Source: an optimization exercise on an open RTL-to-GDS flow (aim: a short achievable clock period and few clock cycles). Production flows keep margins and buffers that such runs may drop. The RTL was checked by simulation tests, not by an equivalence proof against the original design. No driver is modelled on the clock port, so clocking that relies on it looks cheaper here than on a real chip. Power and IR drop assume default switching activity.

==> module alu, before the edit <==
module alu
(
  input  [9:0]  op,         
  input  [31:0] operand1,
  input  [31:0] operand2,
  input  [4:0]  shift,      
  output [31:0] sum,        
  output        equal,      
  output        less_s,     
  output        less_u,     
  output [31:0] result
);
assign sum = operand1 + operand2;
wire [32:0] diff = {1'b0, operand1} - {1'b0, operand2};
assign equal  = operand1 == operand2;
assign less_u = diff[32];
assign less_s = (operand1[31] != operand2[31]) ? operand1[31] : diff[32];
wire [31:0] shift_left  = operand1 << shift;
wire [31:0] shift_right = {{32{op[9] & operand1[31]}}, operand1} >> shift;
assign result =
    ({32{op[0]}}  & sum)
  | ({32{op[1]}}  & diff[31:0])
  | ({32{op[2]}}  & {31'b0, less_s})
  | ({32{op[3]}} & {31'b0, less_u})
  | ({32{op[4]}}  & (operand1 ^ operand2))
  | ({32{op[5]}}   & (operand1 | operand2))
  | ({32{op[6]}}  & (operand1 & operand2))
  | ({32{op[7]}}  & shift_left)
  | ({32{op[8] | op[9]}} & shift_right);
endmodule
==> flow/config.mk <==
export PLATFORM = sky130hd
export DESIGN_NAME = ad100_cpu
export DESIGN_NICKNAME = ad100_cpu
export VERILOG_FILES = /design/flow/design.v
export SDC_FILE = /design/flow/constraint.sdc
export NUM_CORES = 4
export LEC_CHECK = 0
export CAP_MARGIN = 70
export CORE_MARGIN = 2
export CORE_UTILIZATION = 40
export SLEW_MARGIN = 70
==> flow/constraint.sdc <==
create_clock -name core_clock -period 20.0 [get_ports {clk}]
set_input_delay 4.0000 -clock core_clock [delete_from_list [all_inputs] [get_ports {clk}]]
set_output_delay 4.0000 -clock core_clock [all_outputs]
set_load 0.01 [all_outputs]
standard.sh (not shown) runs the stock make flow with config.mk's settings and CLKGATE_MAP_FILE= SYNTH_SCRIPT=/design/flow/synth_recipe.tcl, a recipe that flattens the netlist after the stock synthesis.
==> flow/flow/run.sh <==
#!/bin/bash
# Own layout flow: the standard flow (standard.sh), with ORFS's delay
# cells (clkdlybuf4s*, dlygate*, dlymetal*) kept out of the physical steps,
# so that port buffers and wire repeaters are plain buffers:
#  - they are on the don't-use list of the steps after synthesis,
#  - buffer_ports is told to use buf_4 (it picks its cell itself),
#  - after the resize and CTS steps, any delay cell repair inserted anyway
#    is replaced by a plain buffer (swap_delay*.tcl).
# Synthesis runs unchanged first.
set -euo pipefail
HERE=$(pwd)
bash standard.sh synth > synth.log 2>&1
DELAY_CELLS=""
for c in clkdlybuf4s15_1 clkdlybuf4s15_2 clkdlybuf4s18_1 clkdlybuf4s18_2 \
         clkdlybuf4s25_1 clkdlybuf4s25_2 clkdlybuf4s50_1 clkdlybuf4s50_2 \
         dlygate4sd1_1 dlygate4sd2_1 dlygate4sd3_1 \
         dlymetal6s2s_1 dlymetal6s4s_1 dlymetal6s6s_1; do
  DELAY_CELLS="$DELAY_CELLS sky130_fd_sc_hd__$c"
done
export DONT_USE_CELLS="$DELAY_CELLS"
export BUFFER_PORTS_ARGS="-buffer_cell sky130_fd_sc_hd__buf_4"
export POST_RESIZE_TCL="$HERE/flow/swap_delay.tcl"
export POST_CTS_TCL="$HERE/flow/swap_delay_dp.tcl"
bash standard.sh finish > layout.log 2>&1
==> flow/flow/swap_delay.tcl <==
# Replace any delay cell that repair left in the design by a plain buffer of
# similar drive (the don't-use list does not reach every buffering step).
set swapped 0
foreach inst [[ord::get_db_block] getInsts] {
  set m [[$inst getMaster] getName]
  if {[regexp {^sky130_fd_sc_hd__(clkdlybuf4s[0-9]+|dlygate4sd[0-9]|dlymetal6s[0-9]s)_([0-9]+)$} $m -> kind size]} {
    set new [expr {$size >= 2 ? "sky130_fd_sc_hd__buf_4" : "sky130_fd_sc_hd__buf_2"}]
    replace_cell [$inst getName] $new
    incr swapped
  }
}
puts "swap_delay: replaced $swapped delay cells"
==> flow/flow/swap_delay_dp.tcl <==
# As swap_delay.tcl, for a step that has already legalized the placement:
# legalize again if anything changed.
source [file join [file dirname [info script]] swap_delay.tcl]
if {$swapped > 0} {
  detailed_placement
  check_placement -verbose
}
Testbench counts at the start, summed over its fixed seeds: cycles 92,608.
Change:
--- a/flow/design.v
+++ b/flow/design.v
@@ -11,6 +11,9 @@
   output [31:0] result
 );
-assign sum = operand1 + operand2;
-wire [32:0] diff = {1'b0, operand1} - {1'b0, operand2};
+wire        sum_carry, diff_carry;
+wire [31:0] diff_low;
+prefix_adder add(.a(operand1), .b(operand2),  .carry_in(1'b0), .sum(sum),      .carry_out(sum_carry));
+prefix_adder sub(.a(operand1), .b(~operand2), .carry_in(1'b1), .sum(diff_low), .carry_out(diff_carry));
+wire [32:0] diff = {!diff_carry, diff_low};
 assign equal  = operand1 == operand2;
 assign less_u = diff[32];
@@ -29,4 +32,36 @@
   | ({32{op[8] | op[9]}} & shift_right);
 endmodule
+module prefix_adder
+(
+  input  [31:0] a,
+  input  [31:0] b,
+  input         carry_in,
+  output [31:0] sum,
+  output        carry_out
+);
+wire [31:0] p = a ^ b;
+wire [31:0] g0 = a & b;
+wire [31:0] gen  [0:5];
+wire [31:0] prop [0:5];
+assign gen[0]  = {g0[31:1], g0[0] | (p[0] & carry_in)};
+assign prop[0] = p;
+genvar l, i;
+generate
+  for (l = 0; l < 5; l = l + 1) begin : level
+    for (i = 0; i < 32; i = i + 1) begin : column
+      if (i >= (1 << l)) begin : merge
+        assign gen[l+1][i]  = gen[l][i] | (prop[l][i] & gen[l][i - (1 << l)]);
+        assign prop[l+1][i] = prop[l][i] & prop[l][i - (1 << l)];
+      end else begin : pass
+        assign gen[l+1][i]  = gen[l][i];
+        assign prop[l+1][i] = prop[l][i];
+      end
+    end
+  end
+endgenerate
+wire [31:0] carry = {gen[5][30:0], carry_in};
+assign sum = p ^ carry;
+assign carry_out = gen[5][31];
+endmodule
 module program_counter
 #(parameter ENTRIES = 8)
Power rises by 3.5%.
Global-route usage grows by 0.88 points.
Worst setup slack degrades by 0.15 ns.
Design area rises by 1.5%.
Clock power climbs by about 3%.
Sequential power climbs by about 0.9%.
Core utilization increases by 0.65 points.
Testbench counts after the change, summed over its fixed seeds: cycles 92,608.

[port drivers added, routing unchanged]
In the flow no input, the clock included, has a driving cell. The finished layouts below were timed again as built, in two steps.
Step 1 (the two cells are an assumption about what drives the block):
set clk [get_ports {clk}]
set_driving_cell -lib_cell sky130_fd_sc_hd__clkbuf_16 $clk
set_driving_cell -lib_cell sky130_fd_sc_hd__buf_2 [delete_from_list [all_inputs] $clk]
Step 2 moves the port delays by t, midway between the first and last clock arrival at a register: inputs arrive t later, outputs are due t later. That takes back most of the time a late clock gives input paths.
Slacks: no drivers / after step 1 / after step 2; pairs: no drivers / after step 1.
run | t, ns | setup slack, ns | clock arrival spread, ns | worst register clock-pin slew, ns | worst slew at a driven data input, ns
the first run | 0.928 | 13.927 / 13.927 / 13.623 | 0.065 / 0.065 | 0.08 / 0.08 | 0.22
the second run | 0.956 | 13.778 / 13.778 / 13.571 | 0.078 / 0.078 | 0.08 / 0.08 | 0.20
After both steps setup and hold are still met in every run listed. The setup slack of the first run, which loses most, moves by 0.000 ns with the drivers and by -0.304 ns with both steps.
